Source: an optimization exercise on an open RTL-to-GDS flow (aim: small area and a short achievable clock period). Production flows keep margins and buffers that such runs may drop. No functional check of the RTL was part of any run shown here. No activity file was given, so power comes from the tool's default toggle rates.

==> design.v <==
module add_dram (
    input  logic [10:0] a_n,
    input  logic [10:0] b,
    output logic [10:0] s
);
    logic g_1;
    logic p_2;
    logic yn_3;
    logic g_7;
    logic p_8;
    logic yn_9;
    logic g_13;
    logic p_14;
    logic yn_15;
    logic g_19;
    logic p_20;
    logic yn_21;
    logic g_25;
    logic p_26;
    logic yn_27;
    logic g_31;
    logic p_32;
    logic yn_33;
    logic g_37;
    logic p_38;
    logic yn_39;
    logic g_43;
    logic p_44;
    logic yn_45;
    logic g_49;
    logic p_50;
    logic yn_51;
    logic g_55;
    logic p_56;
    logic yn_57;
    logic g_61;
    logic p_62;
    logic yn_63;
    logic G_67;
    logic G_69;
    logic P_71;
    logic G_73;
    logic P_75;
    logic G_77;
    logic P_79;
    logic G_81;
    logic P_83;
    logic i_85;
    logic G_87;
    logic G_89;
    logic i_91;
    logic G_93;
    logic i_95;
    logic P_97;
    logic G_99;
    logic P_101;
    logic i_103;
    logic G_105;
    logic i_107;
    logic P_109;
    logic G_111;
    logic i_113;
    logic G_115;
    logic G_117;
    logic G_119;
    logic i_121;
    logic G_123;
    logic G_125;
    logic G_127;
    cell_inv u4 (.a(b[0]), .y(yn_3));
    cell_nor2 u5 (.a(a_n[0]), .b(yn_3), .y(g_1));
    cell_xnor2 u6 (.a(a_n[0]), .b(b[0]), .y(p_2));
    cell_inv u10 (.a(b[1]), .y(yn_9));
    cell_nor2 u11 (.a(a_n[1]), .b(yn_9), .y(g_7));
    cell_xnor2 u12 (.a(a_n[1]), .b(b[1]), .y(p_8));
    cell_inv u16 (.a(b[2]), .y(yn_15));
    cell_nor2 u17 (.a(a_n[2]), .b(yn_15), .y(g_13));
    cell_xnor2 u18 (.a(a_n[2]), .b(b[2]), .y(p_14));
    cell_inv u22 (.a(b[3]), .y(yn_21));
    cell_nor2 u23 (.a(a_n[3]), .b(yn_21), .y(g_19));
    cell_xnor2 u24 (.a(a_n[3]), .b(b[3]), .y(p_20));
    cell_inv u28 (.a(b[4]), .y(yn_27));
    cell_nor2 u29 (.a(a_n[4]), .b(yn_27), .y(g_25));
    cell_xnor2 u30 (.a(a_n[4]), .b(b[4]), .y(p_26));
    cell_inv u34 (.a(b[5]), .y(yn_33));
    cell_nor2 u35 (.a(a_n[5]), .b(yn_33), .y(g_31));
    cell_xnor2 u36 (.a(a_n[5]), .b(b[5]), .y(p_32));
    cell_inv u40 (.a(b[6]), .y(yn_39));
    cell_nor2 u41 (.a(a_n[6]), .b(yn_39), .y(g_37));
    cell_xnor2 u42 (.a(a_n[6]), .b(b[6]), .y(p_38));
    cell_inv u46 (.a(b[7]), .y(yn_45));
    cell_nor2 u47 (.a(a_n[7]), .b(yn_45), .y(g_43));
    cell_xnor2 u48 (.a(a_n[7]), .b(b[7]), .y(p_44));
    cell_inv u52 (.a(b[8]), .y(yn_51));
    cell_nor2 u53 (.a(a_n[8]), .b(yn_51), .y(g_49));
    cell_xnor2 u54 (.a(a_n[8]), .b(b[8]), .y(p_50));
    cell_inv u58 (.a(b[9]), .y(yn_57));
    cell_nor2 u59 (.a(a_n[9]), .b(yn_57), .y(g_55));
    cell_xnor2 u60 (.a(a_n[9]), .b(b[9]), .y(p_56));
    cell_inv u64 (.a(b[10]), .y(yn_63));
    cell_nor2 u65 (.a(a_n[10]), .b(yn_63), .y(g_61));
    cell_xnor2 u66 (.a(a_n[10]), .b(b[10]), .y(p_62));
    cell_a21oi u68 (.a1(p_8), .a2(g_1), .b1(g_7), .y(G_67));
    cell_a21oi u70 (.a1(p_20), .a2(g_13), .b1(g_19), .y(G_69));
    cell_nand2 u72 (.a(p_20), .b(p_14), .y(P_71));
    cell_a21oi u74 (.a1(p_32), .a2(g_25), .b1(g_31), .y(G_73));
    cell_nand2 u76 (.a(p_32), .b(p_26), .y(P_75));
    cell_a21oi u78 (.a1(p_44), .a2(g_37), .b1(g_43), .y(G_77));
    cell_nand2 u80 (.a(p_44), .b(p_38), .y(P_79));
    cell_a21oi u82 (.a1(p_56), .a2(g_49), .b1(g_55), .y(G_81));
    cell_nand2 u84 (.a(p_56), .b(p_50), .y(P_83));
    cell_inv u86 (.a(G_67), .y(i_85));
    cell_a21oi u88 (.a1(p_14), .a2(i_85), .b1(g_13), .y(G_87));
    cell_o21ai u90 (.a1(P_71), .a2(G_67), .b1(G_69), .y(G_89));
    cell_inv u92 (.a(G_73), .y(i_91));
    cell_a21oi u94 (.a1(p_38), .a2(i_91), .b1(g_37), .y(G_93));
    cell_inv u96 (.a(P_75), .y(i_95));
    cell_nand2 u98 (.a(p_38), .b(i_95), .y(P_97));
    cell_o21ai u100 (.a1(P_79), .a2(G_73), .b1(G_77), .y(G_99));
    cell_nor2 u102 (.a(P_79), .b(P_75), .y(P_101));
    cell_inv u104 (.a(G_81), .y(i_103));
    cell_a21oi u106 (.a1(p_62), .a2(i_103), .b1(g_61), .y(G_105));
    cell_inv u108 (.a(P_83), .y(i_107));
    cell_nand2 u110 (.a(p_62), .b(i_107), .y(P_109));
    cell_a21oi u112 (.a1(p_26), .a2(G_89), .b1(g_25), .y(G_111));
    cell_inv u114 (.a(G_89), .y(i_113));
    cell_o21ai u116 (.a1(P_75), .a2(i_113), .b1(G_73), .y(G_115));
    cell_o21ai u118 (.a1(P_97), .a2(i_113), .b1(G_93), .y(G_117));
    cell_a21oi u120 (.a1(P_101), .a2(G_89), .b1(G_99), .y(G_119));
    cell_inv u122 (.a(G_119), .y(i_121));
    cell_a21oi u124 (.a1(p_50), .a2(i_121), .b1(g_49), .y(G_123));
    cell_o21ai u126 (.a1(P_83), .a2(G_119), .b1(G_81), .y(G_125));
    cell_o21ai u128 (.a1(P_109), .a2(G_119), .b1(G_105), .y(G_127));
    assign s[0] = p_2;
    cell_xor2 u129 (.a(p_8), .b(g_1), .y(s[1]));
    cell_xnor2 u130 (.a(p_14), .b(G_67), .y(s[2]));
    cell_xnor2 u131 (.a(p_20), .b(G_87), .y(s[3]));
    cell_xor2 u132 (.a(p_26), .b(G_89), .y(s[4]));
    cell_xnor2 u133 (.a(p_32), .b(G_111), .y(s[5]));
    cell_xor2 u134 (.a(p_38), .b(G_115), .y(s[6]));
    cell_xor2 u135 (.a(p_44), .b(G_117), .y(s[7]));
    cell_xnor2 u136 (.a(p_50), .b(G_119), .y(s[8]));
    cell_xnor2 u137 (.a(p_56), .b(G_123), .y(s[9]));
    cell_xor2 u138 (.a(p_62), .b(G_125), .y(s[10]));
endmodule
module add_br (
    input  logic [10:0] a,
    input  logic [10:0] b,
    output logic [10:0] s
);
    logic g_1;
    logic p_2;
    logic gn_3;
    logic g_7;
    logic p_8;
    logic gn_9;
    logic g_13;
    logic p_14;
    logic gn_15;
    logic g_19;
    logic p_20;
    logic gn_21;
    logic g_25;
    logic p_26;
    logic gn_27;
    logic g_31;
    logic p_32;
    logic gn_33;
    logic g_37;
    logic p_38;
    logic gn_39;
    logic g_43;
    logic p_44;
    logic gn_45;
    logic g_49;
    logic p_50;
    logic gn_51;
    logic g_55;
    logic p_56;
    logic gn_57;
    logic g_61;
    logic p_62;
    logic gn_63;
    logic G_67;
    logic G_69;
    logic P_71;
    logic G_73;
    logic P_75;
    logic G_77;
    logic P_79;
    logic G_81;
    logic P_83;
    logic i_85;
    logic G_87;
    logic G_89;
    logic i_91;
    logic G_93;
    logic i_95;
    logic P_97;
    logic G_99;
    logic P_101;
    logic i_103;
    logic G_105;
    logic i_107;
    logic P_109;
    logic G_111;
    logic i_113;
    logic G_115;
    logic G_117;
    logic G_119;
    logic i_121;
    logic G_123;
    logic G_125;
    logic G_127;
    cell_nand2 u4 (.a(a[0]), .b(b[0]), .y(gn_3));
    cell_inv u5 (.a(gn_3), .y(g_1));
    cell_xor2 u6 (.a(a[0]), .b(b[0]), .y(p_2));
    cell_nand2 u10 (.a(a[1]), .b(b[1]), .y(gn_9));
    cell_inv u11 (.a(gn_9), .y(g_7));
    cell_xor2 u12 (.a(a[1]), .b(b[1]), .y(p_8));
    cell_nand2 u16 (.a(a[2]), .b(b[2]), .y(gn_15));
    cell_inv u17 (.a(gn_15), .y(g_13));
    cell_xor2 u18 (.a(a[2]), .b(b[2]), .y(p_14));
    cell_nand2 u22 (.a(a[3]), .b(b[3]), .y(gn_21));
    cell_inv u23 (.a(gn_21), .y(g_19));
    cell_xor2 u24 (.a(a[3]), .b(b[3]), .y(p_20));
    cell_nand2 u28 (.a(a[4]), .b(b[4]), .y(gn_27));
    cell_inv u29 (.a(gn_27), .y(g_25));
    cell_xor2 u30 (.a(a[4]), .b(b[4]), .y(p_26));
    cell_nand2 u34 (.a(a[5]), .b(b[5]), .y(gn_33));
    cell_inv u35 (.a(gn_33), .y(g_31));
    cell_xor2 u36 (.a(a[5]), .b(b[5]), .y(p_32));
    cell_nand2 u40 (.a(a[6]), .b(b[6]), .y(gn_39));
    cell_inv u41 (.a(gn_39), .y(g_37));
    cell_xor2 u42 (.a(a[6]), .b(b[6]), .y(p_38));
    cell_nand2 u46 (.a(a[7]), .b(b[7]), .y(gn_45));
    cell_inv u47 (.a(gn_45), .y(g_43));
    cell_xor2 u48 (.a(a[7]), .b(b[7]), .y(p_44));
    cell_nand2 u52 (.a(a[8]), .b(b[8]), .y(gn_51));
    cell_inv u53 (.a(gn_51), .y(g_49));
    cell_xor2 u54 (.a(a[8]), .b(b[8]), .y(p_50));
    cell_nand2 u58 (.a(a[9]), .b(b[9]), .y(gn_57));
    cell_inv u59 (.a(gn_57), .y(g_55));
    cell_xor2 u60 (.a(a[9]), .b(b[9]), .y(p_56));
    cell_nand2 u64 (.a(a[10]), .b(b[10]), .y(gn_63));
    cell_inv u65 (.a(gn_63), .y(g_61));
    cell_xor2 u66 (.a(a[10]), .b(b[10]), .y(p_62));
    cell_a21oi u68 (.a1(p_8), .a2(g_1), .b1(g_7), .y(G_67));
    cell_a21oi u70 (.a1(p_20), .a2(g_13), .b1(g_19), .y(G_69));
    cell_nand2 u72 (.a(p_20), .b(p_14), .y(P_71));
    cell_a21oi u74 (.a1(p_32), .a2(g_25), .b1(g_31), .y(G_73));
    cell_nand2 u76 (.a(p_32), .b(p_26), .y(P_75));
    cell_a21oi u78 (.a1(p_44), .a2(g_37), .b1(g_43), .y(G_77));
    cell_nand2 u80 (.a(p_44), .b(p_38), .y(P_79));
    cell_a21oi u82 (.a1(p_56), .a2(g_49), .b1(g_55), .y(G_81));
    cell_nand2 u84 (.a(p_56), .b(p_50), .y(P_83));
    cell_inv u86 (.a(G_67), .y(i_85));
    cell_a21oi u88 (.a1(p_14), .a2(i_85), .b1(g_13), .y(G_87));
    cell_o21ai u90 (.a1(P_71), .a2(G_67), .b1(G_69), .y(G_89));
    cell_inv u92 (.a(G_73), .y(i_91));
    cell_a21oi u94 (.a1(p_38), .a2(i_91), .b1(g_37), .y(G_93));
    cell_inv u96 (.a(P_75), .y(i_95));
    cell_nand2 u98 (.a(p_38), .b(i_95), .y(P_97));
    cell_o21ai u100 (.a1(P_79), .a2(G_73), .b1(G_77), .y(G_99));
    cell_nor2 u102 (.a(P_79), .b(P_75), .y(P_101));
    cell_inv u104 (.a(G_81), .y(i_103));
    cell_a21oi u106 (.a1(p_62), .a2(i_103), .b1(g_61), .y(G_105));
    cell_inv u108 (.a(P_83), .y(i_107));
    cell_nand2 u110 (.a(p_62), .b(i_107), .y(P_109));
    cell_a21oi u112 (.a1(p_26), .a2(G_89), .b1(g_25), .y(G_111));
    cell_inv u114 (.a(G_89), .y(i_113));
    cell_o21ai u116 (.a1(P_75), .a2(i_113), .b1(G_73), .y(G_115));
    cell_o21ai u118 (.a1(P_97), .a2(i_113), .b1(G_93), .y(G_117));
    cell_a21oi u120 (.a1(P_101), .a2(G_89), .b1(G_99), .y(G_119));
    cell_inv u122 (.a(G_119), .y(i_121));
    cell_a21oi u124 (.a1(p_50), .a2(i_121), .b1(g_49), .y(G_123));
    cell_o21ai u126 (.a1(P_83), .a2(G_119), .b1(G_81), .y(G_125));
    cell_o21ai u128 (.a1(P_109), .a2(G_119), .b1(G_105), .y(G_127));
    assign s[0] = p_2;
    cell_xor2 u129 (.a(p_8), .b(g_1), .y(s[1]));
    cell_xnor2 u130 (.a(p_14), .b(G_67), .y(s[2]));
    cell_xnor2 u131 (.a(p_20), .b(G_87), .y(s[3]));
    cell_xor2 u132 (.a(p_26), .b(G_89), .y(s[4]));
    cell_xnor2 u133 (.a(p_32), .b(G_111), .y(s[5]));
    cell_xor2 u134 (.a(p_38), .b(G_115), .y(s[6]));
    cell_xor2 u135 (.a(p_44), .b(G_117), .y(s[7]));
    cell_xnor2 u136 (.a(p_50), .b(G_119), .y(s[8]));
    cell_xnor2 u137 (.a(p_56), .b(G_123), .y(s[9]));
    cell_xor2 u138 (.a(p_62), .b(G_125), .y(s[10]));
endmodule
module add_alu (
    input  logic [31:0] a_n,
    input  logic [31:0] b_n,
    input  logic ci,
    output logic [31:0] s,
    output logic co
);
    logic g_1;
    logic p_2;
    logic g_5;
    logic p_6;
    logic g_9;
    logic p_10;
    logic g_13;
    logic p_14;
    logic g_17;
    logic p_18;
    logic g_21;
    logic p_22;
    logic g_25;
    logic p_26;
    logic g_29;
    logic p_30;
    logic g_33;
    logic p_34;
    logic g_37;
    logic p_38;
    logic g_41;
    logic p_42;
    logic g_45;
    logic p_46;
    logic g_49;
    logic p_50;
    logic g_53;
    logic p_54;
    logic g_57;
    logic p_58;
    logic g_61;
    logic p_62;
    logic g_65;
    logic p_66;
    logic g_69;
    logic p_70;
    logic g_73;
    logic p_74;
    logic g_77;
    logic p_78;
    logic g_81;
    logic p_82;
    logic g_85;
    logic p_86;
    logic g_89;
    logic p_90;
    logic g_93;
    logic p_94;
    logic g_97;
    logic p_98;
    logic g_101;
    logic p_102;
    logic g_105;
    logic p_106;
    logic g_109;
    logic p_110;
    logic g_113;
    logic p_114;
    logic g_117;
    logic p_118;
    logic g_121;
    logic p_122;
    logic g_125;
    logic p_126;
    logic gn_129;
    logic i_131;
    logic G_133;
    logic G_135;
    logic P_137;
    logic G_139;
    logic P_141;
    logic G_143;
    logic P_145;
    logic G_147;
    logic P_149;
    logic G_151;
    logic P_153;
    logic G_155;
    logic P_157;
    logic G_159;
    logic P_161;
    logic G_163;
    logic P_165;
    logic G_167;
    logic P_169;
    logic G_171;
    logic P_173;
    logic G_175;
    logic P_177;
    logic G_179;
    logic P_181;
    logic G_183;
    logic P_185;
    logic G_187;
    logic P_189;
    logic G_191;
    logic P_193;
    logic i_195;
    logic G_197;
    logic G_199;
    logic i_201;
    logic G_203;
    logic i_205;
    logic P_207;
    logic G_209;
    logic P_211;
    logic i_213;
    logic G_215;
    logic i_217;
    logic P_219;
    logic G_221;
    logic P_223;
    logic i_225;
    logic G_227;
    logic i_229;
    logic P_231;
    logic G_233;
    logic P_235;
    logic i_237;
    logic G_239;
    logic i_241;
    logic P_243;
    logic G_245;
    logic P_247;
    logic i_249;
    logic G_251;
    logic i_253;
    logic P_255;
    logic G_257;
    logic P_259;
    logic i_261;
    logic G_263;
    logic i_265;
    logic P_267;
    logic G_269;
    logic P_271;
    logic i_273;
    logic G_275;
    logic i_277;
    logic P_279;
    logic G_281;
    logic P_283;
    logic G_285;
    logic i_287;
    logic G_289;
    logic G_291;
    logic G_293;
    logic G_295;
    logic P_297;
    logic i_299;
    logic G_301;
    logic i_303;
    logic P_305;
    logic G_307;
    logic P_309;
    logic G_311;
    logic P_313;
    logic G_315;
    logic P_317;
    logic i_319;
    logic G_321;
    logic i_323;
    logic P_325;
    logic G_327;
    logic P_329;
    logic G_331;
    logic P_333;
    logic G_335;
    logic P_337;
    logic i_339;
    logic G_341;
    logic i_343;
    logic P_345;
    logic G_347;
    logic P_349;
    logic G_351;
    logic P_353;
    logic i_355;
    logic G_357;
    logic G_359;
    logic G_361;
    logic G_363;
    logic G_365;
    logic G_367;
    logic G_369;
    logic G_371;
    logic i_373;
    logic G_375;
    logic i_377;
    logic P_379;
    logic G_381;
    logic P_383;
    logic G_385;
    logic P_387;
    logic G_389;
    logic P_391;
    logic G_393;
    logic P_395;
    logic G_397;
    logic P_399;
    logic G_401;
    logic P_403;
    logic G_405;
    logic P_407;
    logic G_409;
    logic i_411;
    logic G_413;
    logic G_415;
    logic G_417;
    logic G_419;
    logic G_421;
    logic G_423;
    logic G_425;
    logic G_427;
    logic G_429;
    logic G_431;
    logic G_433;
    logic G_435;
    logic G_437;
    logic G_439;
    logic G_441;
    logic i_475;
    cell_nor2 u3 (.a(a_n[0]), .b(b_n[0]), .y(g_1));
    cell_xor2 u4 (.a(a_n[0]), .b(b_n[0]), .y(p_2));
    cell_nor2 u7 (.a(a_n[1]), .b(b_n[1]), .y(g_5));
    cell_xor2 u8 (.a(a_n[1]), .b(b_n[1]), .y(p_6));
    cell_nor2 u11 (.a(a_n[2]), .b(b_n[2]), .y(g_9));
    cell_xor2 u12 (.a(a_n[2]), .b(b_n[2]), .y(p_10));
    cell_nor2 u15 (.a(a_n[3]), .b(b_n[3]), .y(g_13));
    cell_xor2 u16 (.a(a_n[3]), .b(b_n[3]), .y(p_14));
    cell_nor2 u19 (.a(a_n[4]), .b(b_n[4]), .y(g_17));
    cell_xor2 u20 (.a(a_n[4]), .b(b_n[4]), .y(p_18));
    cell_nor2 u23 (.a(a_n[5]), .b(b_n[5]), .y(g_21));
    cell_xor2 u24 (.a(a_n[5]), .b(b_n[5]), .y(p_22));
    cell_nor2 u27 (.a(a_n[6]), .b(b_n[6]), .y(g_25));
    cell_xor2 u28 (.a(a_n[6]), .b(b_n[6]), .y(p_26));
    cell_nor2 u31 (.a(a_n[7]), .b(b_n[7]), .y(g_29));
    cell_xor2 u32 (.a(a_n[7]), .b(b_n[7]), .y(p_30));
    cell_nor2 u35 (.a(a_n[8]), .b(b_n[8]), .y(g_33));
    cell_xor2 u36 (.a(a_n[8]), .b(b_n[8]), .y(p_34));
    cell_nor2 u39 (.a(a_n[9]), .b(b_n[9]), .y(g_37));
    cell_xor2 u40 (.a(a_n[9]), .b(b_n[9]), .y(p_38));
    cell_nor2 u43 (.a(a_n[10]), .b(b_n[10]), .y(g_41));
    cell_xor2 u44 (.a(a_n[10]), .b(b_n[10]), .y(p_42));
    cell_nor2 u47 (.a(a_n[11]), .b(b_n[11]), .y(g_45));
    cell_xor2 u48 (.a(a_n[11]), .b(b_n[11]), .y(p_46));
    cell_nor2 u51 (.a(a_n[12]), .b(b_n[12]), .y(g_49));
    cell_xor2 u52 (.a(a_n[12]), .b(b_n[12]), .y(p_50));
    cell_nor2 u55 (.a(a_n[13]), .b(b_n[13]), .y(g_53));
    cell_xor2 u56 (.a(a_n[13]), .b(b_n[13]), .y(p_54));
    cell_nor2 u59 (.a(a_n[14]), .b(b_n[14]), .y(g_57));
    cell_xor2 u60 (.a(a_n[14]), .b(b_n[14]), .y(p_58));
    cell_nor2 u63 (.a(a_n[15]), .b(b_n[15]), .y(g_61));
    cell_xor2 u64 (.a(a_n[15]), .b(b_n[15]), .y(p_62));
    cell_nor2 u67 (.a(a_n[16]), .b(b_n[16]), .y(g_65));
    cell_xor2 u68 (.a(a_n[16]), .b(b_n[16]), .y(p_66));
    cell_nor2 u71 (.a(a_n[17]), .b(b_n[17]), .y(g_69));
    cell_xor2 u72 (.a(a_n[17]), .b(b_n[17]), .y(p_70));
    cell_nor2 u75 (.a(a_n[18]), .b(b_n[18]), .y(g_73));
    cell_xor2 u76 (.a(a_n[18]), .b(b_n[18]), .y(p_74));
    cell_nor2 u79 (.a(a_n[19]), .b(b_n[19]), .y(g_77));
    cell_xor2 u80 (.a(a_n[19]), .b(b_n[19]), .y(p_78));
    cell_nor2 u83 (.a(a_n[20]), .b(b_n[20]), .y(g_81));
    cell_xor2 u84 (.a(a_n[20]), .b(b_n[20]), .y(p_82));
    cell_nor2 u87 (.a(a_n[21]), .b(b_n[21]), .y(g_85));
    cell_xor2 u88 (.a(a_n[21]), .b(b_n[21]), .y(p_86));
    cell_nor2 u91 (.a(a_n[22]), .b(b_n[22]), .y(g_89));
    cell_xor2 u92 (.a(a_n[22]), .b(b_n[22]), .y(p_90));
    cell_nor2 u95 (.a(a_n[23]), .b(b_n[23]), .y(g_93));
    cell_xor2 u96 (.a(a_n[23]), .b(b_n[23]), .y(p_94));
    cell_nor2 u99 (.a(a_n[24]), .b(b_n[24]), .y(g_97));
    cell_xor2 u100 (.a(a_n[24]), .b(b_n[24]), .y(p_98));
    cell_nor2 u103 (.a(a_n[25]), .b(b_n[25]), .y(g_101));
    cell_xor2 u104 (.a(a_n[25]), .b(b_n[25]), .y(p_102));
    cell_nor2 u107 (.a(a_n[26]), .b(b_n[26]), .y(g_105));
    cell_xor2 u108 (.a(a_n[26]), .b(b_n[26]), .y(p_106));
    cell_nor2 u111 (.a(a_n[27]), .b(b_n[27]), .y(g_109));
    cell_xor2 u112 (.a(a_n[27]), .b(b_n[27]), .y(p_110));
    cell_nor2 u115 (.a(a_n[28]), .b(b_n[28]), .y(g_113));
    cell_xor2 u116 (.a(a_n[28]), .b(b_n[28]), .y(p_114));
    cell_nor2 u119 (.a(a_n[29]), .b(b_n[29]), .y(g_117));
    cell_xor2 u120 (.a(a_n[29]), .b(b_n[29]), .y(p_118));
    cell_nor2 u123 (.a(a_n[30]), .b(b_n[30]), .y(g_121));
    cell_xor2 u124 (.a(a_n[30]), .b(b_n[30]), .y(p_122));
    cell_nor2 u127 (.a(a_n[31]), .b(b_n[31]), .y(g_125));
    cell_xor2 u128 (.a(a_n[31]), .b(b_n[31]), .y(p_126));
    cell_a21oi u130 (.a1(p_2), .a2(ci), .b1(g_1), .y(gn_129));
    cell_inv u132 (.a(gn_129), .y(i_131));
    cell_a21oi u134 (.a1(p_6), .a2(i_131), .b1(g_5), .y(G_133));
    cell_a21oi u136 (.a1(p_14), .a2(g_9), .b1(g_13), .y(G_135));
    cell_nand2 u138 (.a(p_14), .b(p_10), .y(P_137));
    cell_a21oi u140 (.a1(p_22), .a2(g_17), .b1(g_21), .y(G_139));
    cell_nand2 u142 (.a(p_22), .b(p_18), .y(P_141));
    cell_a21oi u144 (.a1(p_30), .a2(g_25), .b1(g_29), .y(G_143));
    cell_nand2 u146 (.a(p_30), .b(p_26), .y(P_145));
    cell_a21oi u148 (.a1(p_38), .a2(g_33), .b1(g_37), .y(G_147));
    cell_nand2 u150 (.a(p_38), .b(p_34), .y(P_149));
    cell_a21oi u152 (.a1(p_46), .a2(g_41), .b1(g_45), .y(G_151));
    cell_nand2 u154 (.a(p_46), .b(p_42), .y(P_153));
    cell_a21oi u156 (.a1(p_54), .a2(g_49), .b1(g_53), .y(G_155));
    cell_nand2 u158 (.a(p_54), .b(p_50), .y(P_157));
    cell_a21oi u160 (.a1(p_62), .a2(g_57), .b1(g_61), .y(G_159));
    cell_nand2 u162 (.a(p_62), .b(p_58), .y(P_161));
    cell_a21oi u164 (.a1(p_70), .a2(g_65), .b1(g_69), .y(G_163));
    cell_nand2 u166 (.a(p_70), .b(p_66), .y(P_165));
    cell_a21oi u168 (.a1(p_78), .a2(g_73), .b1(g_77), .y(G_167));
    cell_nand2 u170 (.a(p_78), .b(p_74), .y(P_169));
    cell_a21oi u172 (.a1(p_86), .a2(g_81), .b1(g_85), .y(G_171));
    cell_nand2 u174 (.a(p_86), .b(p_82), .y(P_173));
    cell_a21oi u176 (.a1(p_94), .a2(g_89), .b1(g_93), .y(G_175));
    cell_nand2 u178 (.a(p_94), .b(p_90), .y(P_177));
    cell_a21oi u180 (.a1(p_102), .a2(g_97), .b1(g_101), .y(G_179));
    cell_nand2 u182 (.a(p_102), .b(p_98), .y(P_181));
    cell_a21oi u184 (.a1(p_110), .a2(g_105), .b1(g_109), .y(G_183));
    cell_nand2 u186 (.a(p_110), .b(p_106), .y(P_185));
    cell_a21oi u188 (.a1(p_118), .a2(g_113), .b1(g_117), .y(G_187));
    cell_nand2 u190 (.a(p_118), .b(p_114), .y(P_189));
    cell_a21oi u192 (.a1(p_126), .a2(g_121), .b1(g_125), .y(G_191));
    cell_nand2 u194 (.a(p_126), .b(p_122), .y(P_193));
    cell_inv u196 (.a(G_133), .y(i_195));
    cell_a21oi u198 (.a1(p_10), .a2(i_195), .b1(g_9), .y(G_197));
    cell_o21ai u200 (.a1(P_137), .a2(G_133), .b1(G_135), .y(G_199));
    cell_inv u202 (.a(G_139), .y(i_201));
    cell_a21oi u204 (.a1(p_26), .a2(i_201), .b1(g_25), .y(G_203));
    cell_inv u206 (.a(P_141), .y(i_205));
    cell_nand2 u208 (.a(p_26), .b(i_205), .y(P_207));
    cell_o21ai u210 (.a1(P_145), .a2(G_139), .b1(G_143), .y(G_209));
    cell_nor2 u212 (.a(P_145), .b(P_141), .y(P_211));
    cell_inv u214 (.a(G_147), .y(i_213));
    cell_a21oi u216 (.a1(p_42), .a2(i_213), .b1(g_41), .y(G_215));
    cell_inv u218 (.a(P_149), .y(i_217));
    cell_nand2 u220 (.a(p_42), .b(i_217), .y(P_219));
    cell_o21ai u222 (.a1(P_153), .a2(G_147), .b1(G_151), .y(G_221));
    cell_nor2 u224 (.a(P_153), .b(P_149), .y(P_223));
    cell_inv u226 (.a(G_155), .y(i_225));
    cell_a21oi u228 (.a1(p_58), .a2(i_225), .b1(g_57), .y(G_227));
    cell_inv u230 (.a(P_157), .y(i_229));
    cell_nand2 u232 (.a(p_58), .b(i_229), .y(P_231));
    cell_o21ai u234 (.a1(P_161), .a2(G_155), .b1(G_159), .y(G_233));
    cell_nor2 u236 (.a(P_161), .b(P_157), .y(P_235));
    cell_inv u238 (.a(G_163), .y(i_237));
    cell_a21oi u240 (.a1(p_74), .a2(i_237), .b1(g_73), .y(G_239));
    cell_inv u242 (.a(P_165), .y(i_241));
    cell_nand2 u244 (.a(p_74), .b(i_241), .y(P_243));
    cell_o21ai u246 (.a1(P_169), .a2(G_163), .b1(G_167), .y(G_245));
    cell_nor2 u248 (.a(P_169), .b(P_165), .y(P_247));
    cell_inv u250 (.a(G_171), .y(i_249));
    cell_a21oi u252 (.a1(p_90), .a2(i_249), .b1(g_89), .y(G_251));
    cell_inv u254 (.a(P_173), .y(i_253));
    cell_nand2 u256 (.a(p_90), .b(i_253), .y(P_255));
    cell_o21ai u258 (.a1(P_177), .a2(G_171), .b1(G_175), .y(G_257));
    cell_nor2 u260 (.a(P_177), .b(P_173), .y(P_259));
    cell_inv u262 (.a(G_179), .y(i_261));
    cell_a21oi u264 (.a1(p_106), .a2(i_261), .b1(g_105), .y(G_263));
    cell_inv u266 (.a(P_181), .y(i_265));
    cell_nand2 u268 (.a(p_106), .b(i_265), .y(P_267));
    cell_o21ai u270 (.a1(P_185), .a2(G_179), .b1(G_183), .y(G_269));
    cell_nor2 u272 (.a(P_185), .b(P_181), .y(P_271));
    cell_inv u274 (.a(G_187), .y(i_273));
    cell_a21oi u276 (.a1(p_122), .a2(i_273), .b1(g_121), .y(G_275));
    cell_inv u278 (.a(P_189), .y(i_277));
    cell_nand2 u280 (.a(p_122), .b(i_277), .y(P_279));
    cell_o21ai u282 (.a1(P_193), .a2(G_187), .b1(G_191), .y(G_281));
    cell_nor2 u284 (.a(P_193), .b(P_189), .y(P_283));
    cell_a21oi u286 (.a1(p_18), .a2(G_199), .b1(g_17), .y(G_285));
    cell_inv u288 (.a(G_199), .y(i_287));
    cell_o21ai u290 (.a1(P_141), .a2(i_287), .b1(G_139), .y(G_289));
    cell_o21ai u292 (.a1(P_207), .a2(i_287), .b1(G_203), .y(G_291));
    cell_a21oi u294 (.a1(P_211), .a2(G_199), .b1(G_209), .y(G_293));
    cell_a21oi u296 (.a1(p_50), .a2(G_221), .b1(g_49), .y(G_295));
    cell_nand2 u298 (.a(p_50), .b(P_223), .y(P_297));
    cell_inv u300 (.a(G_221), .y(i_299));
    cell_o21ai u302 (.a1(P_157), .a2(i_299), .b1(G_155), .y(G_301));
    cell_inv u304 (.a(P_223), .y(i_303));
    cell_nor2 u306 (.a(P_157), .b(i_303), .y(P_305));
    cell_o21ai u308 (.a1(P_231), .a2(i_299), .b1(G_227), .y(G_307));
    cell_nor2 u310 (.a(P_231), .b(i_303), .y(P_309));
    cell_a21oi u312 (.a1(P_235), .a2(G_221), .b1(G_233), .y(G_311));
    cell_nand2 u314 (.a(P_235), .b(P_223), .y(P_313));
    cell_a21oi u316 (.a1(p_82), .a2(G_245), .b1(g_81), .y(G_315));
    cell_nand2 u318 (.a(p_82), .b(P_247), .y(P_317));
    cell_inv u320 (.a(G_245), .y(i_319));
    cell_o21ai u322 (.a1(P_173), .a2(i_319), .b1(G_171), .y(G_321));
    cell_inv u324 (.a(P_247), .y(i_323));
    cell_nor2 u326 (.a(P_173), .b(i_323), .y(P_325));
    cell_o21ai u328 (.a1(P_255), .a2(i_319), .b1(G_251), .y(G_327));
    cell_nor2 u330 (.a(P_255), .b(i_323), .y(P_329));
    cell_a21oi u332 (.a1(P_259), .a2(G_245), .b1(G_257), .y(G_331));
    cell_nand2 u334 (.a(P_259), .b(P_247), .y(P_333));
    cell_a21oi u336 (.a1(p_114), .a2(G_269), .b1(g_113), .y(G_335));
    cell_nand2 u338 (.a(p_114), .b(P_271), .y(P_337));
    cell_inv u340 (.a(G_269), .y(i_339));
    cell_o21ai u342 (.a1(P_189), .a2(i_339), .b1(G_187), .y(G_341));
    cell_inv u344 (.a(P_271), .y(i_343));
    cell_nor2 u346 (.a(P_189), .b(i_343), .y(P_345));
    cell_o21ai u348 (.a1(P_279), .a2(i_339), .b1(G_275), .y(G_347));
    cell_nor2 u350 (.a(P_279), .b(i_343), .y(P_349));
    cell_a21oi u352 (.a1(P_283), .a2(G_269), .b1(G_281), .y(G_351));
    cell_nand2 u354 (.a(P_283), .b(P_271), .y(P_353));
    cell_inv u356 (.a(G_293), .y(i_355));
    cell_a21oi u358 (.a1(p_34), .a2(i_355), .b1(g_33), .y(G_357));
    cell_o21ai u360 (.a1(P_149), .a2(G_293), .b1(G_147), .y(G_359));
    cell_o21ai u362 (.a1(P_219), .a2(G_293), .b1(G_215), .y(G_361));
    cell_a21oi u364 (.a1(P_223), .a2(i_355), .b1(G_221), .y(G_363));
    cell_o21ai u366 (.a1(P_297), .a2(G_293), .b1(G_295), .y(G_365));
    cell_a21oi u368 (.a1(P_305), .a2(i_355), .b1(G_301), .y(G_367));
    cell_a21oi u370 (.a1(P_309), .a2(i_355), .b1(G_307), .y(G_369));
    cell_o21ai u372 (.a1(P_313), .a2(G_293), .b1(G_311), .y(G_371));
    cell_inv u374 (.a(G_331), .y(i_373));
    cell_a21oi u376 (.a1(p_98), .a2(i_373), .b1(g_97), .y(G_375));
    cell_inv u378 (.a(P_333), .y(i_377));
    cell_nand2 u380 (.a(p_98), .b(i_377), .y(P_379));
    cell_o21ai u382 (.a1(P_181), .a2(G_331), .b1(G_179), .y(G_381));
    cell_nor2 u384 (.a(P_181), .b(P_333), .y(P_383));
    cell_o21ai u386 (.a1(P_267), .a2(G_331), .b1(G_263), .y(G_385));
    cell_nor2 u388 (.a(P_267), .b(P_333), .y(P_387));
    cell_a21oi u390 (.a1(P_271), .a2(i_373), .b1(G_269), .y(G_389));
    cell_nand2 u392 (.a(P_271), .b(i_377), .y(P_391));
    cell_o21ai u394 (.a1(P_337), .a2(G_331), .b1(G_335), .y(G_393));
    cell_nor2 u396 (.a(P_337), .b(P_333), .y(P_395));
    cell_a21oi u398 (.a1(P_345), .a2(i_373), .b1(G_341), .y(G_397));
    cell_nand2 u400 (.a(P_345), .b(i_377), .y(P_399));
    cell_a21oi u402 (.a1(P_349), .a2(i_373), .b1(G_347), .y(G_401));
    cell_nand2 u404 (.a(P_349), .b(i_377), .y(P_403));
    cell_o21ai u406 (.a1(P_353), .a2(G_331), .b1(G_351), .y(G_405));
    cell_nor2 u408 (.a(P_353), .b(P_333), .y(P_407));
    cell_a21oi u410 (.a1(p_66), .a2(G_371), .b1(g_65), .y(G_409));
    cell_inv u412 (.a(G_371), .y(i_411));
    cell_o21ai u414 (.a1(P_165), .a2(i_411), .b1(G_163), .y(G_413));
    cell_o21ai u416 (.a1(P_243), .a2(i_411), .b1(G_239), .y(G_415));
    cell_a21oi u418 (.a1(P_247), .a2(G_371), .b1(G_245), .y(G_417));
    cell_o21ai u420 (.a1(P_317), .a2(i_411), .b1(G_315), .y(G_419));
    cell_a21oi u422 (.a1(P_325), .a2(G_371), .b1(G_321), .y(G_421));
    cell_a21oi u424 (.a1(P_329), .a2(G_371), .b1(G_327), .y(G_423));
    cell_o21ai u426 (.a1(P_333), .a2(i_411), .b1(G_331), .y(G_425));
    cell_o21ai u428 (.a1(P_379), .a2(i_411), .b1(G_375), .y(G_427));
    cell_a21oi u430 (.a1(P_383), .a2(G_371), .b1(G_381), .y(G_429));
    cell_a21oi u432 (.a1(P_387), .a2(G_371), .b1(G_385), .y(G_431));
    cell_o21ai u434 (.a1(P_391), .a2(i_411), .b1(G_389), .y(G_433));
    cell_a21oi u436 (.a1(P_395), .a2(G_371), .b1(G_393), .y(G_435));
    cell_o21ai u438 (.a1(P_399), .a2(i_411), .b1(G_397), .y(G_437));
    cell_o21ai u440 (.a1(P_403), .a2(i_411), .b1(G_401), .y(G_439));
    cell_a21oi u442 (.a1(P_407), .a2(G_371), .b1(G_405), .y(G_441));
    cell_xor2 u443 (.a(p_2), .b(ci), .y(s[0]));
    cell_xnor2 u444 (.a(p_6), .b(gn_129), .y(s[1]));
    cell_xnor2 u445 (.a(p_10), .b(G_133), .y(s[2]));
    cell_xnor2 u446 (.a(p_14), .b(G_197), .y(s[3]));
    cell_xor2 u447 (.a(p_18), .b(G_199), .y(s[4]));
    cell_xnor2 u448 (.a(p_22), .b(G_285), .y(s[5]));
    cell_xor2 u449 (.a(p_26), .b(G_289), .y(s[6]));
    cell_xor2 u450 (.a(p_30), .b(G_291), .y(s[7]));
    cell_xnor2 u451 (.a(p_34), .b(G_293), .y(s[8]));
    cell_xnor2 u452 (.a(p_38), .b(G_357), .y(s[9]));
    cell_xor2 u453 (.a(p_42), .b(G_359), .y(s[10]));
    cell_xor2 u454 (.a(p_46), .b(G_361), .y(s[11]));
    cell_xnor2 u455 (.a(p_50), .b(G_363), .y(s[12]));
    cell_xor2 u456 (.a(p_54), .b(G_365), .y(s[13]));
    cell_xnor2 u457 (.a(p_58), .b(G_367), .y(s[14]));
    cell_xnor2 u458 (.a(p_62), .b(G_369), .y(s[15]));
    cell_xor2 u459 (.a(p_66), .b(G_371), .y(s[16]));
    cell_xnor2 u460 (.a(p_70), .b(G_409), .y(s[17]));
    cell_xor2 u461 (.a(p_74), .b(G_413), .y(s[18]));
    cell_xor2 u462 (.a(p_78), .b(G_415), .y(s[19]));
    cell_xnor2 u463 (.a(p_82), .b(G_417), .y(s[20]));
    cell_xor2 u464 (.a(p_86), .b(G_419), .y(s[21]));
    cell_xnor2 u465 (.a(p_90), .b(G_421), .y(s[22]));
    cell_xnor2 u466 (.a(p_94), .b(G_423), .y(s[23]));
    cell_xor2 u467 (.a(p_98), .b(G_425), .y(s[24]));
    cell_xor2 u468 (.a(p_102), .b(G_427), .y(s[25]));
    cell_xnor2 u469 (.a(p_106), .b(G_429), .y(s[26]));
    cell_xnor2 u470 (.a(p_110), .b(G_431), .y(s[27]));
    cell_xor2 u471 (.a(p_114), .b(G_433), .y(s[28]));
    cell_xnor2 u472 (.a(p_118), .b(G_435), .y(s[29]));
    cell_xor2 u473 (.a(p_122), .b(G_437), .y(s[30]));
    cell_xor2 u474 (.a(p_126), .b(G_439), .y(s[31]));
    cell_inv u476 (.a(G_441), .y(i_475));
    assign co = i_475;
endmodule
module cell_inv (input logic a, output logic y);
    assign y = ~a;
endmodule
module cell_nand2 (input logic a, b, output logic y);
    assign y = ~(a & b);
endmodule
module cell_nor2 (input logic a, b, output logic y);
    assign y = ~(a | b);
endmodule
module cell_nand3 (input logic a, b, c, output logic y);
    assign y = ~(a & b & c);
endmodule
module cell_nor3 (input logic a, b, c, output logic y);
    assign y = ~(a | b | c);
endmodule
module cell_nand4 (input logic a, b, c, d, output logic y);
    assign y = ~(a & b & c & d);
endmodule
module cell_xor2 (input logic a, b, output logic y);
    assign y = a ^ b;
endmodule
module cell_xnor2 (input logic a, b, output logic y);
    assign y = ~(a ^ b);
endmodule
module cell_a21oi (input logic a1, a2, b1, output logic y);
    assign y = ~((a1 & a2) | b1);
endmodule
module cell_o21ai (input logic a1, a2, b1, output logic y);
    assign y = ~((a1 | a2) & b1);
endmodule
module cell_a222oi (input logic a1, a2, b1, b2, c1, c2, output logic y);
    assign y = ~((a1 & a2) | (b1 & b2) | (c1 & c2));
endmodule
module rf_rport (
    input  logic [991:0] regs,
    input  logic [4:0]   addr,
    output logic [31:0]  data_n
);
    logic [4:0] addr_n;
    logic [3:0] lo_n;
    logic [7:0] hi_n;
    for (genvar i = 0; i < 5; i++) begin : g_ainv
        cell_inv u_inv (.a(addr[i]), .y(addr_n[i]));
    end
    for (genvar i = 0; i < 4; i++) begin : g_lo
        cell_nand2 u_lo (
            .a(i[0] ? addr[0] : addr_n[0]),
            .b(i[1] ? addr[1] : addr_n[1]),
            .y(lo_n[i]));
    end
    for (genvar i = 0; i < 8; i++) begin : g_hi
        cell_nand3 u_hi (
            .a(i[0] ? addr[2] : addr_n[2]),
            .b(i[1] ? addr[3] : addr_n[3]),
            .c(i[2] ? addr[4] : addr_n[4]),
            .y(hi_n[i]));
    end
    logic [31:0] sel;
    assign sel[0] = 1'b0;
    for (genvar k = 1; k < 32; k++) begin : g_sel
        cell_nor2 u_sel (.a(lo_n[k % 4]), .b(hi_n[k / 4]), .y(sel[k]));
    end
    for (genvar b = 0; b < 32; b++) begin : g_bit
        logic [10:0] t_n;
        logic [2:0]  t;
        for (genvar j = 0; j < 10; j++) begin : g_aoi
            cell_a222oi u_aoi (
                .a1(regs[32*(3*j)   + b]), .a2(sel[3*j+1]),
                .b1(regs[32*(3*j+1) + b]), .b2(sel[3*j+2]),
                .c1(regs[32*(3*j+2) + b]), .c2(sel[3*j+3]),
                .y(t_n[j]));
        end
        cell_nand2 u_aoi10 (.a(regs[32*30 + b]), .b(sel[31]), .y(t_n[10]));
        cell_nand4 u_n0 (.a(t_n[0]), .b(t_n[1]), .c(t_n[2]),  .d(t_n[3]), .y(t[0]));
        cell_nand4 u_n1 (.a(t_n[4]), .b(t_n[5]), .c(t_n[6]),  .d(t_n[7]), .y(t[1]));
        cell_nand3 u_n2 (.a(t_n[8]), .b(t_n[9]), .c(t_n[10]), .y(t[2]));
        cell_nor3  u_o  (.a(t[0]), .b(t[1]), .c(t[2]), .y(data_n[b]));
    end
endmodule
module classical_ctrl(
    input  logic        clk,
    input  logic        rst,
    input  logic [31:0] i_q_measurement,
    output logic        q_time_write,
    output logic        q_time_sel,
    output logic [1:0]  q_reg_write,
    output logic        q_slm,
    output logic        q_rot,
    output logic [31:0] q_inst,
    output logic [31:0] q_time_reg,
    output logic [4:0]  meas_rd_addr,
    output logic        pram_en,
    output logic        pram_rd_en,
    output logic [10:0] pram_addr,
    input  logic [31:0] instruction,
    output logic        dram_en,
    output logic        dram_rd_en,
    output logic        dram_wr_en,
    output logic [10:0] dram_addr,
    output logic [31:0] dram_din,
    input  logic [31:0] data_read,
    input  logic [31:0] start_sig,
    output logic [31:0] end_sig
);
    logic [6:0] op;
    logic [4:0] rd, rs1, rs2, rsb;
    assign op  = instruction[6:0];
    assign rd  = instruction[11:7];
    assign rs1 = instruction[19:15];
    assign rs2 = instruction[24:20];
    logic is_ldi, is_ldui, is_or, is_xor, is_and, is_not, is_add, is_sub;
    logic is_ld, is_st, is_cmp, is_fbr, is_fmr, is_br, is_jump, is_stop;
    logic is_qwait, is_qwaitr, is_smso, is_smsol, is_sito, is_sitol, is_rot;
    assign is_ldi    = (op == 7'b0101100);
    assign is_ldui   = (op == 7'b0010111);
    assign is_or     = (op == 7'b0011000);
    assign is_xor    = (op == 7'b0011001);
    assign is_and    = (op == 7'b0011010);
    assign is_not    = (op == 7'b0011011);
    assign is_add    = (op == 7'b0011110);
    assign is_sub    = (op == 7'b0011111);
    assign is_ld     = (op == 7'b0001001);
    assign is_st     = (op == 7'b0001010);
    assign is_cmp    = (op == 7'b0001101);
    assign is_fbr    = (op == 7'b0010100);
    assign is_fmr    = (op == 7'b0010101);
    assign is_br     = (op == 7'b0000001);
    assign is_jump   = (op == 7'b0000010);
    assign is_stop   = (op == 7'b0001000);
    assign is_qwait  = (op == 7'b1000000);
    assign is_qwaitr = (op == 7'b1000010);
    assign is_smso   = (op == 7'b1001000);
    assign is_smsol  = (op == 7'b1001010);
    assign is_sito   = (op == 7'b1001100);
    assign is_sitol  = (op == 7'b1001011);
    assign is_rot    = (op == 7'b1010011) || (op == 7'b1010100) || (op == 7'b1010101);
    assign rsb = op[3] ? rs2 : instruction[16:12];
    logic [31:0]  regs [1:31];
    logic [991:0] regs_flat;
    logic [31:0]  ra_n, rb_n, ra, rb;
    logic [31:0]  wdata;
    logic         wen;
    for (genvar i = 1; i < 32; i++) begin : g_flat
        assign regs_flat[32*(i-1) +: 32] = regs[i];
    end
    rf_rport u_rport_a (.regs(regs_flat), .addr(rs1), .data_n(ra_n));
    rf_rport u_rport_b (.regs(regs_flat), .addr(rsb), .data_n(rb_n));
    assign ra = ~ra_n;
    assign rb = ~rb_n;
    logic [31:0] wdata_r;
    assign wdata_r = rst ? 32'b0 : wdata;
    for (genvar i = 1; i < 32; i++) begin : g_reg
        always_ff @(posedge clk) begin
            if (rst || (wen && rd == i)) regs[i] <= wdata_r;
        end
    end
    logic        sub;
    logic [31:0] sum;
    logic        co;
    assign sub = op[0];
    add_alu u_add (.a_n(ra_n), .b_n(rb_n ^ {32{sub}}), .ci(sub), .s(sum), .co(co));
    logic lt_u, lt_s, eq;
    assign lt_u = ~co;
    assign lt_s = (ra[31] ^ rb[31]) ? ra[31] : sum[31];
    assign eq   = (ra_n == rb_n);
    logic f_v, f_lts, f_ltu, f_eq;
    always_ff @(posedge clk) begin
        if (rst) begin
            f_v <= 1'b0; f_lts <= 1'b0; f_ltu <= 1'b0; f_eq <= 1'b0;
        end else if (is_cmp) begin
            f_v <= 1'b1; f_lts <= lt_s; f_ltu <= lt_u; f_eq <= eq;
        end
    end
    logic [11:0] flags;
    always_comb begin
        flags[0]  = f_v & ~f_lts & ~f_eq;
        flags[1]  = f_v & (f_lts | f_eq);
        flags[2]  = f_v & (~f_lts | f_eq);
        flags[3]  = f_v & f_lts & ~f_eq;
        flags[4]  = f_v & ~f_ltu & ~f_eq;
        flags[5]  = f_v & (f_ltu | f_eq);
        flags[6]  = f_v & (~f_ltu | f_eq);
        flags[7]  = f_v & f_ltu & ~f_eq;
        flags[8]  = f_v & ~f_eq;
        flags[9]  = f_v & f_eq;
        flags[10] = 1'b0;
        flags[11] = 1'b1;
    end
    assign wen = is_ldi | is_ldui | is_or | is_xor | is_and | is_not |
                 is_add | is_sub | is_ld | is_fbr | is_fmr;
    always_comb begin
        wdata = ({32{is_ldi}}  & {{12{instruction[31]}}, instruction[31:12]})
              | ({32{is_ldui}} & {instruction[31:17], rb[16:0]})
              | ({32{is_or}}   & (ra | rb))
              | ({32{is_xor}}  & (ra ^ rb))
              | ({32{is_and}}  & (ra & rb))
              | ({32{is_not}}  & rb_n)
              | ({32{is_add | is_sub}} & sum)
              | ({32{is_ld}}   & data_read)
              | ({32{is_fbr}}  & {20'b0, flags})
              | ({32{is_fmr}}  & i_q_measurement);
    end
    logic        e_reg;
    logic [10:0] pc;
    always_ff @(posedge clk) begin
        if (rst)          e_reg <= 1'b0;
        else if (is_stop) e_reg <= 1'b1;
    end
    logic        taken;
    logic [10:0] br_off, pc_br, pc_inc, target;
    assign taken  = is_jump | (is_br & (rd < 5'd12) & flags[rd[3:0]]);
    assign br_off = op[1] ? instruction[17:7] : instruction[22:12];
    add_br u_br (.a(pc), .b(br_off), .s(pc_br));
    assign pc_inc = pc + 11'd1;
    assign target = taken ? pc_br : pc_inc;
    always_ff @(posedge clk) begin
        if (rst)               pc <= 11'b0;
        else if (start_sig[0]) pc <= target;
    end
    logic run;
    assign run = start_sig[0] & ~e_reg;
    logic [10:0] d_off;
    assign d_off = op[1] ? {instruction[30:25], instruction[11:7]} : instruction[30:20];
    add_dram u_dadd (.a_n(ra_n[10:0]), .b(d_off), .s(dram_addr));
    assign pram_en    = run;
    assign pram_rd_en = run;
    assign pram_addr  = target;
    assign dram_en    = run;
    assign dram_rd_en = run;
    assign dram_wr_en = is_st;
    assign dram_din   = rb;
    assign end_sig    = {31'b0, e_reg};
    assign q_inst       = instruction;
    assign meas_rd_addr = {2'b0, instruction[13:11]};
    assign q_time_write = is_qwait | is_qwaitr;
    assign q_time_sel   = is_qwaitr;
    assign q_time_reg   = is_qwaitr ? ra : 32'b0;
    assign q_reg_write  = {is_sito | is_sitol, is_smso | is_smsol | is_rot};
    assign q_slm        = is_smso;
    assign q_rot        = is_rot;
endmodule
==> flow/run.sh <==
#!/bin/bash
# Standard ORFS layout, with plain buffers (not delay cells) on the ports.
set -euo pipefail
export BUFFER_PORTS_ARGS="-buffer_cell sky130_fd_sc_hd__buf_2"
bash standard.sh finish > standard_flow.log 2>&1
==> standard.sh <==
#!/bin/bash
# synth_recipe.tcl (not shown) runs the flow's synth.tcl, then flattens the netlist and writes it again
# the make line also repeats each setting of config.mk as NAME=value (left out here)
make -C /OpenROAD-flow-scripts/flow DESIGN_CONFIG=/design/flow/config.mk WORK_HOME=/design/flow/orfs CLKGATE_MAP_FILE= SYNTH_SCRIPT=/design/flow/synth_recipe.tcl "${@:-finish}"
==> config.mk <==
export PLATFORM = sky130hd
export DESIGN_NAME = classical_ctrl
export DESIGN_NICKNAME = classical_ctrl
export VERILOG_FILES = /design/flow/design.v
export SDC_FILE = /design/flow/constraint.sdc
export NUM_CORES = 4
export LEC_CHECK = 0
export CAP_MARGIN = 20
export CORE_MARGIN = 2
export CORE_UTILIZATION = 40
export PLACE_DENSITY = 0.6
export SETUP_SLACK_MARGIN = 3.8
export SLEW_MARGIN = 20
export SYNTH_HIERARCHICAL = 1
export SYNTH_MINIMUM_KEEP_SIZE = 0
==> constraint.sdc <==
create_clock -name core_clock -period 10.0 [get_ports {clk}]
set_input_delay 2.0000 -clock core_clock [delete_from_list [all_inputs] [get_ports {clk}]]
set_output_delay 2.0000 -clock core_clock [all_outputs]
set_load 0.01 [all_outputs]
==> results of run 1 <==
[kinds of logic after synthesis]
| logic type | count (synthesis) | synth area share [%] |
|---|---|---|
| AO/OA/AOI/OAI | 1002 | 18.8 |
| multiplexers | 34 | 1.33 |
| AND/OR/NAND/NOR | 764 | 8.39 |
| adder cells (fa/ha/maj) | 65 | 1.72 |
| buffers and inverters | 306 | 3.18 |
| XOR/XNOR | 146 | 2.71 |
| other | 1 | 0.00795 |
| flip-flops | 1008 | 63.8 |
[Yosys cell counts (3+ instances only)]
cell / instances / area share, %
a31oi_1: 36 / 0.48
nor2_1: 193 / 1.5
mux4_2: 22 / 1.0
or3_1: 5 / 0.066
a22oi_1: 57 / 0.91
mux2_2: 4 / 0.095
a21oi_2: 69 / 1.3
a31o_2: 3 / 0.056
buf_1: 5 / 0.040
a222oi_1: 648 / 14
nor2b_1: 17 / 0.23
o21bai_1: 3 / 0.048
a21o_1: 35 / 0.56
nand3_1: 89 / 0.94
nand4_1: 131 / 1.7
buf_6: 3 / 0.072
nand2_1: 202 / 1.6
ha_1: 65 / 1.7
nor3_2: 65 / 1.4
xnor2_1: 43 / 0.80
nand3b_1: 3 / 0.048
a21oi_1: 34 / 0.36
mux2i_1: 7 / 0.15
o22ai_1: 8 / 0.11
a221oi_1: 5 / 0.093
and2_1: 6 / 0.080
buf_4: 78 / 1.2
edfxtp_1: 992 / 63
nor4_1: 9 / 0.12
a211oi_1: 3 / 0.048
nor3_1: 9 / 0.095
inv_1: 165 / 1.3
o21ai_1: 42 / 0.45
clkbuf_1: 31 / 0.25
and3_1: 7 / 0.093
nor3b_1: 5 / 0.080
dfxtp_1: 16 / 0.68
xor2_1: 103 / 1.9
buf_2: 22 / 0.23
nand2b_1: 8 / 0.11
o21ai_0: 48 / 0.51
[metrics by stage]
| step | utilization (%) | std cells | worst slack, ps | instance area [sq um] |
|---|---|---|---|---|
| global route | 55.2 | 5960 | 2620 | 64900 |
| CTS | 52.4 | 5780 | 2830 | 61600 |
| global placement | 44.0 | 5113 | 1410 | 51800 |
| detailed placement | 44.0 | 5113 | 1360 | 51800 |
| floorplan | - | 3358 | 3610 | 48600 |
| finish | 55.2 | 5969 | 2600 | 64900 |
[worst paths after layout]
kind	end	slack, ps
hold reg to reg	f_ltu	550
hold / removal	f_ltu	550
setup reg to reg	regs[15][17]	5040
setup / recovery	dram_addr[10]	2600
[layout make-up]
| cell class | instances | area (sq um) | share of cell area (%) |
|---|---|---|---|
| diodes | 11 | 27.5 | 0.0424 |
| clock buffers | 124 | 2640 | 4.06 |
| clock inverters | 64 | 574 | 0.885 |
| inverters | 166 | 731 | 1.13 |
| multi-input cells | 2093 | 19200 | 29.6 |
| flip-flops and latches | 1008 | 30100 | 46.4 |
| well taps | 1536 | 1920 | 2.96 |
| repair buffers | 967 | 9720 | 15.0 |
[modules after synthesis (local to each module, per instance), a selection]
module       times used  area, sq um
cell_nand2          124         3.75
cell_nor3            64         10.0
add_br                1         7.51
cell_nor2           123         3.75
cell_xor2            69         8.76
add_dram              1         7.51
cell_a222oi         640         10.0
cell_inv             68         3.75
[worst register-to-register path: cells and delay by family (launching register included)]
| family | cells | cell delay [ps] |
|---|---|---|
| AND/OR/NAND/NOR | 2 | 1100 |
| AO/OA/AOI/OAI | 8 | 1370 |
| flip-flops | 1 | 400 |
| buffers and inverters | 10 | 1420 |
| XOR/XNOR | 3 | 390 |
[repair_timing]
item                       in CTS  in global routing
cloned                         59                 21
setup buffers                 420                154
setup endpoints to repair    1020                893
pin swaps                     288                227
resized for setup             433                309
[per-layer routing]
| layer | wire (microns) | share of wire (%) | global-route usage (%) |
|---|---|---|---|
| met5 | 83 | 0.035 | 0.240 |
| met4 | 21300 | 9.0 | 24.4 |
| met3 | 43900 | 19 | 17.6 |
| met2 | 94500 | 40 | 50.4 |
| met1 | 76100 | 32 | 44.4 |
[power breakdown]
| group | leakage, nW | switching (mW) | internal, mW |
|---|---|---|---|
| Combinational | 11.9 | 1.69 | 1.11 |
| Sequential | 10.4 | 0.109 | 4.86 |
| Clock | 1.56 | 1.68 | 2.09 |
==> reports/qor_table.md, run 1 <==
| Quantity | Reported | Unit |
|:---|:---|:---|
| Placer's final routability congestion estimate | 0.905 | - |
| Biggest regs | regs: 992 flops, pc: 11 flops | - |
| Number of library cell types mapped by synthesis | 67 | - |
| HPWL reported at the end of detailed placement | 125000 | microns |
| Reg-to-Reg Start | regs[7][9] | - |
| Clock tree from TritonCTS | built | - |
| DIE HEIGHT | 347 | microns |
| Max transition margin | 16.1 | % |
| Run status | no timing/DRC/antenna violations | - |
| Portion of the clock cycle consumed by the worst path in the final layout | 74.0 | % |
| Pleak | 23.8 | nW |
| Via count of the routed design | 43845 | - |
| Post-synthesis average cell area | 14.2 | sq um |
| CTS root buffer | clkbuf_16 | - |
| Buffers on Ports | 231 | - |
| Detailed Route WL | 236000 | microns |
| Pwr/cell area | 178 | nW/um^2 |
| Vias/cell | 7.35 | - |
| Count of hold buffers inserted by post-cts repair | 0 | - |
| Number of sinks on the clock net | 1008 | - |
| Commonest cells after routing, fill and taps aside | edfxtp_1, a222oi_1, buf_4, buf_6, buf_2 | - |
| Share of flip-flops with an asynchronous set or reset | 0 | % |
| Data arrival time of the critical path | 5400 | ps |
| Unrepaired setup endpoints after global routing | true | - |
| Top FF cell, synth | edfxtp_1 | - |
| Crit. End Element | primary output | - |
| Total number of nets in the final design | 4532 | - |
| Initial standard-cell utilization of the core | 40.1 | % |
| Path class of the lowest-slack min-delay path | flop to flop | - |
| Worst Reg2Reg Path Length in Cells | 23 | - |
| Worst-Margin Slew | 1260 | ps |
| Synth Cell Area | 47200 | sq um |
| Antenna viol nets, final | 0 | - |
| Shortest clock period the worst path allows after layout | 7400 | ps |
| Wire length per cell | 39.5 | microns |
| Number of hold violations in the final report | 0 | - |
| Crit path buffers/inverters | 8 | - |
| DR pass1 iterations | 17 | - |
| Critical path's largest stage delay | 570 | ps |
| Cell row count | 126 | - |
| Gate Count Post-Synth | 3326 | - |
| All-layer global routing usage | 36.3 | % |
| Leading cell type in the layout, fill and taps excluded | edfxtp_1 | - |
| Ys Warns | 8 | - |
| Horizontal die dimension | 347 | microns |
| Grt total ovfl | 0 | - |
| Top cell family by delay on the critical path | simple AND/OR/NAND/NOR gates | - |
| Residual DRC count | 0 | - |
| CP Data Required Time | 8000 | ps |
| Total power of the final layout | 11.5 | mW |
| Critical Path Slowest Stage Cell | nand4_1 | - |
| Number of ports placed on the die boundary | 296 | - |
| Pins over their slew limit | 0 | - |
| Clock buffer count from CTS | 101 | - |
| Layout overhead on the synthesized area | 37.5 | % |
| Crit path cell chain | buf_8 -> buf_12 -> clkinvlp_4 -> nand3_4 -> nor2_4 -> buf_12 -> a222oi_1 -> nand4_1 -> nor3_4 -> buf_6 -> buf_6 -> nor2_2 -> a21oi_2 -> o21ai_4 -> a21oi_4 -> buf_6 -> o21ai_2 -> xor2_1 -> buf_2 | - |
| Depth of the critical timing path with buffers and inverters included | 19 | - |
| Source of the worst hold timing path | f_ltu | - |
| Worst vdd rail ir drop | 0.138 | mV |
| Antenna violations before repair | 9 | - |
| Post-synth EDFFs | 992 | - |
| Sequential-to-total area share from yosys stat | 63.8 | % |
| Deepest clock path buffer count | 3 | - |
| Total Neg Setup Slack | 0 | ps |
| Max Clk Rate | 135 | MHz |
| Reported max-cap violation count | 0 | - |
| Number of flip-flops under the largest register name | 992 | - |
| Flip-flop and latch count after synthesis | 1008 | - |
| Largest reg by FF count | regs | - |
| Hold WS | 548 | ps |
| Area of the core | 118000 | sq um |
| Total number of H-tree levels | 3 | - |
| Maximum number of pins on one net before global-route repair | 53 | - |
| Final clock skew | 39.4 | ps |
| Clock-pin slew of the registers on the worst-case setup and hold paths | 70 | ps |
| Global-route wire length before repair | 305000 | microns |
| Die Outline Area | 121000 | sq um |
| Critical Path Source Type | input port | - |
| Insertion delay to the later sink of the worst-skew pair | 710 | ps |
| Worst-path maximum fanout | 13 | - |
| Total setup violations reported at the end of the flow | 0 | - |
| Via count of the first global-routing pass | 39163 | - |
| CP most frequent cell | buf_6 | - |
| Worst setup path category | input port to primary output | - |
| Launch point of the worst path | instruction[18] | - |
| Number of stages on the worst hold path | 2 | - |
| Starting DRT DRC Count | 11347 | - |
| Number of filler instances in the final layout | 9281 | - |
| Fraction of layout instances using a drive strength above 1 | 37.8 | % |
==> inputs of run 2 (changes only) <==
--- a/config.mk
+++ b/config.mk
@@ -10,5 +10,5 @@
 export CORE_UTILIZATION = 40
 export PLACE_DENSITY = 0.6
-export SETUP_SLACK_MARGIN = 3.8
+export SETUP_SLACK_MARGIN = 0.4
 export SLEW_MARGIN = 20
 export SYNTH_HIERARCHICAL = 1
==> run 2 against run 1 <==
Against the previous run: still clean; sequential power about the same; via count down 13%; die area unchanged; power down 8.7%; sequential share of layout area up 8.6 points.
==> reports/qor_table.md, run 2 <==
| Quantity | Reported | Unit | Delta |
|:---|:---|:---|:---|
| Xor/xnor share of the synthesized area | 2.71 | % | unchanged |
| Run status | no timing/DRC/antenna violations | - |  |
| Count of hold buffers inserted by post-cts repair | 0 | - | unchanged |
| Gate Count Post-Synth | 3326 | - | unchanged |
| Flop pwr share | 47.1 | % | +4.0 points |
| Worst-path maximum fanout | 31 | - | +18 |
| Leading cell types by count after synthesis | edfxtp_1, a222oi_1, nand2_1 | - |  |
| HPWL reported at the end of detailed placement | 125000 | microns | +0.64% |
| Part of the total power dissipated in the clock network | 37.1 | % | +4.4 points |
| CP Data Required Time | 10430 | ps | +2430 ps |
| Reg-to-Reg Start | regs[1][6] | - |  |
| Buffers on Ports | 231 | - | unchanged |
| Cell row count | 126 | - | unchanged |
| Max Clk Rate | 114 | MHz | -16% |
| Number of library cell types mapped by synthesis | 67 | - | unchanged |
| Portion of the clock cycle consumed by the worst path in the final layout | 87.8 | % | +14 points |
| Pleak | 19.7 | nW | -17% |
| Crit path cell chain | buf_2 -> o21ai_0 -> inv_1 -> nand3_1 -> nor2_4 -> buf_4 -> a222oi_1 -> nand4_1 -> nor3_2 -> xor2_1 -> xor2_1 -> nand2_1 -> o21ai_1 -> a21oi_2 -> buf_4 -> o21ai_1 -> inv_1 -> o21ai_1 -> xor2_1 -> a22oi_1 -> a41oi_2 -> buf_4 | - |  |
| Sequential-to-total area share from yosys stat | 63.8 | % | unchanged |
| Top cell family by delay on the critical path | compound AO/OA/AOI/OAI gates | - |  |
| RR Endpoint | regs[2][31] | - |  |
| Worst setup path category | input port to flop | - |  |
| Most common cell in the synthesized netlist | edfxtp_1 | - |  |
| Share of flip-flops with an asynchronous set or reset | 0 | % | unchanged |
| Top cells by area, synth | edfxtp_1, a222oi_1, xor2_1, nand4_1, ha_1 | - |  |
| Via count of the routed design | 38227 | - | -13% |
| Insertion delay to the later sink of the worst-skew pair | 700 | ps | about the same |
| Maximum number of pins on one net before global-route repair | 58 | - | +9.4% |
| DR pass1 iterations | 14 | - | -3 |
| Crit path buffers/inverters | 6 | - | -2 |
| Grt total ovfl | 0 | - | unchanged |
| Starting DRT DRC Count | 9238 | - | -19% |
| Detailed Route WL | 197000 | microns | -16% |
| Global-route wire length before repair | 271000 | microns | -11% |
| Hold endpoint | f_lts | - |  |
| Pwr/cell area | 192 | nW/um^2 | +8.2% |
| Combinational family with the most area after synthesis | compound AO/OA/AOI/OAI gates | - |  |
| Part of the total power dissipated in combinational logic | 15.8 | % | -8.4 points |
| Share of synthesized cell area in full adder, half adder and majority cells | 1.72 | % | unchanged |
| Area of the core | 118000 | sq um | unchanged |
| Total number of H-tree levels | 3 | - | unchanged |
| Worst reg2reg setup slack | 4130 | ps | -910 ps |
| Clock tree from TritonCTS | built | - |  |
| Post-synth EDFFs | 992 | - | unchanged |
| Antenna viol nets, final | 0 | - | unchanged |
| Wire length per cell | 37.0 | microns | -6.4% |
| Post-synthesis cell type with the largest combined area | edfxtp_1 | - |  |
| Source of the worst hold timing path | f_lts | - |  |
| Largest reg by FF count | regs | - |  |
| Worst vdd rail ir drop | 0.139 | mV | +0.98% |
| Ys Warns | 8 | - | unchanged |
| Layout overhead on the synthesized area | 16.1 | % |  |
| Number of stages on the worst hold path | 2 | - | unchanged |
| CTS root buffer | clkbuf_16 | - |  |
| Pins over their slew limit | 0 | - | unchanged |
| Post-synthesis average cell area | 14.2 | sq um | unchanged |
| Data arrival time of the critical path | 9210 | ps | +3810 ps |
| Vias/cell | 7.16 | - | -2.5% |
| Biggest regs | regs: 992 flops, pc: 11 flops | - |  |
| Switching share of power | 28.3 | % | -1.9 points |
| Antenna violations before repair | 5 | - | -4 |
| Fraction of layout instances using a drive strength above 1 | 22.0 | % | -16 points |
| Critical Path Slowest Stage Cell | nor3_2 | - |  |
| Die Outline Area | 121000 | sq um | unchanged |
| Placed Area | 51400 | sq um | -0.76% |
| Total Neg Setup Slack | 0 | ps | unchanged |
| Number of hold violations in the final report | 0 | - | unchanged |
| Number of sinks on the clock net | 1008 | - | unchanged |
| Top FF cell, synth | edfxtp_1 | - |  |
| Total number of nets in the final design | 3906 | - | -14% |
| Flip-flop and latch count after synthesis | 1008 | - | unchanged |
[run 2: kinds of logic after synthesis]
family,count (synthesis)
multiplexers,34
adder cells (fa/ha/maj),65
other,1
XOR/XNOR,146
buffers and inverters,306
AO/OA/AOI/OAI,1002
flip-flops,1008
AND/OR/NAND/NOR,764
[run 2: cell type report]
type,instances,area [sq um]
clock inverter,67,622
tap,1536,1920
fill,10323,62800
timing repair buffer,386,2320
multi-input combinational,2044,16400
clock buffer,125,2770
inverter,166,623
antenna,4,10.0
sequential,1008,30100
[run 2: through the flow]
step	std cells	hold WS (ps)	setup slack (ps)	utilization [%]	power (mW)
detailed placement	5140	561	1140	43.7	6.65
CTS	5332	570	1580	46.6	10.5
global route	5332	581	1210	46.6	10.8
floorplan	3358	460	1620	-	5.97
global placement	5140	557	1190	43.7	6.62
finish	5336	575	1220	46.6	10.5
[run 2: Yosys stat by module, one instance, submodules excluded, a selection]
module | times used | flops+latches | cell area, sq um | cells inside
cell_xnor2 | 37 | 0 | 8.76 | 1
cell_nand3 | 80 | 0 | 5.00 | 1
cell_o21ai | 42 | 0 | 5.00 | 1
add_br | 1 | 0 | 7.51 | 1
cell_nand2 | 124 | 0 | 3.75 | 1
cell_a21oi | 69 | 0 | 8.76 | 1
cell_nor2 | 123 | 0 | 3.75 | 1
[run 2: worst max-delay path by stage]
stage | endpoint | slack [ps] | cells after the start
2_1_floorplan | regs[10][31] | 1620 | 22
3_3_place_gp | regs[7][31] | 1190 | 24
3_5_place_dp | regs[7][31] | 1140 | 22
4_1_cts | dram_addr[9] | 1580 | 16
5_1_grt | regs[2][31] | 1210 | 22
6_report | regs[2][31] | 1220 | 22
[run 2: worst min-delay path: cells and delay by family (launching register included)]
family / cells / cell delay (ps)
flops: 1 / 360
compound gates: 1 / 50
simple gates: 1 / 120
[run 2: per-layer routing]
layer	GRT usage (%)	routed length [microns]	share of wire [%]	vias to the layer above
met5	0	61	0.031	-
met4	20.4	14700	7.4	8
met3	10.5	30100	15	620
met2	46.1	83600	42	3288
met1	40.1	68800	35	19053
li1	-	-	-	15258
[run 2: power by group through the flow]
stage	Combinational, mW	Clock, mW	Sequential, mW
final	1.67	3.90	4.96
after global routing	1.73	4.09	4.98
after CTS	1.61	3.92	4.96
after detailed placement	1.60	0	5.05
after global placement	1.59	0	5.04
after floorplan	0.950	0	5.02

==> port drivers added, routing unchanged <==
No port has a modelled driver above. Below, the same layouts with a new extraction and two added sets of constraints. Step 1 sets driving cells, clkbuf_16 on the clock port and buf_2 on the other inputs (assumed; they add their load-dependent delay and slew). Step 2 times the ports against the registers' clock, not the clock port: input delays grow and output delays shrink by t, the midpoint of the rising clock arrivals with the driver on. a / b / c = ideal ports / drivers / drivers and shift; a / b = the first two.
run	shift t [ns]	setup slack, ns	hold slack, ns
run 1	0.760	2.599 / 2.544 / 2.313	0.548 / 0.548 / 0.548
run 2	0.752	1.220 / 1.270 / 0.518	0.575 / 0.575 / 0.575
After both steps setup and hold are still met in every run listed. The setup slack of run 2, which loses most, moves by +0.050 ns with the drivers and by -0.702 ns with both steps.
